Source: an optimization exercise on an open RTL-to-GDS flow (aim: small area). Production flows keep margins and buffers that such runs may drop.
Only simulation tests tie the RTL to the original design; equivalence was not proved.
No activity file was given, so power comes from the tool's default toggle rates.

## exp/quartz
==> flow/design.v (excerpt) <==
module mainController #(parameter FRQ = 1_000_000)  
                       (input clk,
                        input[7:0] key,
                        input nrst,
                        output[7:0] seg_com,
                        output[6:0] seg7,
                        output piezo_wire);
export LEC_CHECK = 0
export ABC_AREA = 1
export CAP_MARGIN = 20
export CORE_MARGIN = 2
export CORE_UTILIZATION = 40
export SLEW_MARGIN = 20
create_clock -name core_clock -period 10.0 [get_ports {clk}]
standard.sh (not shown) runs the stock make flow with config.mk's settings and CLKGATE_MAP_FILE= SYNTH_SCRIPT=/design/flow/synth_recipe.tcl, a recipe that flattens the netlist after the stock synthesis.
==> flow/flow/run.sh <==
#!/bin/bash
# Own layout flow: the standard ORFS flow (standard.sh), with these
# changes to how the layout is made:
#  - synthesis maps with ABC's amap (abc_area.script here) and without the
#    full/half-adder extraction (ADDER_MAP_FILE empty); the registers are
#    those of the standard synthesis, as the same script makes them;
#  - ports are buffered with the smallest buffer, sky130_fd_sc_hd__buf_1;
#  - clock tree synthesis adds no dummy loads.
# Every tool's output goes to the ORFS logs under orfs/logs, and make's own
# output to flow_make.log, in the folder this runs in.
set -euo pipefail
W=$(pwd)
rm -rf "$W/orfs_scripts"
cp -r "$FLOW_HOME/scripts" "$W/orfs_scripts"
cp "$W/flow/abc_area.script" "$W/orfs_scripts/abc_area.script"
export SCRIPTS_DIR="$W/orfs_scripts"
export ADDER_MAP_FILE=
export BUFFER_PORTS_ARGS="-buffer_cell sky130_fd_sc_hd__buf_1"
export CTS_ARGS="-sink_clustering_enable -repair_clock_nets -dont_use_dummy_load -root_buf sky130_fd_sc_hd__clkbuf_8 -buf_list sky130_fd_sc_hd__clkbuf_4"
bash "$W/standard.sh" > "$W/flow_make.log" 2>&1
==> flow/flow/abc_area.script <==
strash
dch
amap
topo
> inputs changed (exp/quartz -> exp/delta)
diff --git a/flow/flow/run.sh b/flow/flow/run.sh
--- a/flow/flow/run.sh
+++ b/flow/flow/run.sh
@@ -17,4 +17,4 @@
 export ADDER_MAP_FILE=
 export BUFFER_PORTS_ARGS="-buffer_cell sky130_fd_sc_hd__buf_1"
-export CTS_ARGS="-sink_clustering_enable -repair_clock_nets -dont_use_dummy_load -root_buf sky130_fd_sc_hd__clkbuf_8 -buf_list sky130_fd_sc_hd__clkbuf_4"
+export CTS_ARGS="-sink_clustering_enable -repair_clock_nets -dont_use_dummy_load -buf_list sky130_fd_sc_hd__clkbuf_16 -sink_clustering_size 80 -sink_clustering_max_diameter 500"
 bash "$W/standard.sh" > "$W/flow_make.log" 2>&1
Results
The final layout from exp/delta, which completed every stage, passed the timing, DRC and antenna checks at the end of the flow. Going from exp/quartz to exp/delta, count of flip-flops with a built-in enable after synthesis barely changed, switching power share of the total dropped 1.9 points, final instance area climbed 100 um^2.
Input-level comparison between exp/garnet and exp/delta:
diff --git a/flow/flow/run.sh b/flow/flow/run.sh
--- a/flow/flow/run.sh
+++ b/flow/flow/run.sh
@@ -17,4 +17,4 @@
 export ADDER_MAP_FILE=
 export BUFFER_PORTS_ARGS="-buffer_cell sky130_fd_sc_hd__buf_1"
-export CTS_ARGS="-sink_clustering_enable -repair_clock_nets -dont_use_dummy_load -buf_list sky130_fd_sc_hd__clkbuf_16 -sink_clustering_size 80 -sink_clustering_max_diameter 500"
+export CTS_ARGS="-sink_clustering_enable -repair_clock_nets -dont_use_dummy_load"
 bash "$W/standard.sh" > "$W/flow_make.log" 2>&1
[summary]
Looking at the reports, exp/garnet completed the entire flow and the layout it produced met the timing, DRC and antenna checks. Compared with exp/delta, exp/garnet shows a lower relative contribution of the clock network to total power. Core util | exp/garnet vs exp/delta | exp/garnet lower. There was hardly any difference in maximum frequency between exp/garnet and exp/delta.
The following lists how exp/umber was set up differently from exp/garnet:
diff --git a/flow/flow/run.sh b/flow/flow/run.sh
--- a/flow/flow/run.sh
+++ b/flow/flow/run.sh
@@ -17,4 +17,4 @@
 export ADDER_MAP_FILE=
 export BUFFER_PORTS_ARGS="-buffer_cell sky130_fd_sc_hd__buf_1"
-export CTS_ARGS="-sink_clustering_enable -repair_clock_nets -dont_use_dummy_load"
+export CTS_ARGS="-sink_clustering_enable -repair_clock_nets -dont_use_dummy_load -buf_list sky130_fd_sc_hd__clkbuf_4"
 bash "$W/standard.sh" > "$W/flow_make.log" 2>&1
Findings:
Per the final summary, exp/umber finished and its layout is clean on timing, DRC and antenna.
Taking exp/garnet as the reference, in exp/umber power after layout went down, sequential share of layout area has increased, worst-case setup margin in the final layout lost 0.071 ns.
Looking at final area across both flows, exp/umber is the stronger of the two, with exp/garnet trailing.
Comparing exp/umber and exp/garnet, proportion of cell area occupied by multi-input gates is lower on exp/garnet.

==> static timing again, ports no longer ideal <==
No port has a modelled driver above. Below, the same layouts with a new extraction and two added sets of constraints.
Step 1 assumes that a clkbuf_16 drives the clock port and a buf_2 every other input.
Step 2 also shifts input and output timing later by t, the mid clock arrival at the registers, as if the neighbouring blocks saw the same clock.
Three values: ideal, step 1, step 2; two values: the first two.
run | shift t [ns] | slack for setup (ns) | worst register clock-pin slew, ns | worst data-port slew with drivers (ns)
exp/quartz | 0.351 | 5.534 / 5.505 / 5.856 | 0.08 / 0.08 | 0.03
exp/delta | 0.347 | 5.542 / 5.508 / 5.855 | 0.06 / 0.06 | 0.03
exp/garnet | 0.351 | 5.534 / 5.505 / 5.856 | 0.08 / 0.08 | 0.03
exp/umber | 0.407 | 5.463 / 5.437 / 5.845 | 0.12 / 0.12 | 0.03
After both steps every run listed still meets setup and hold.
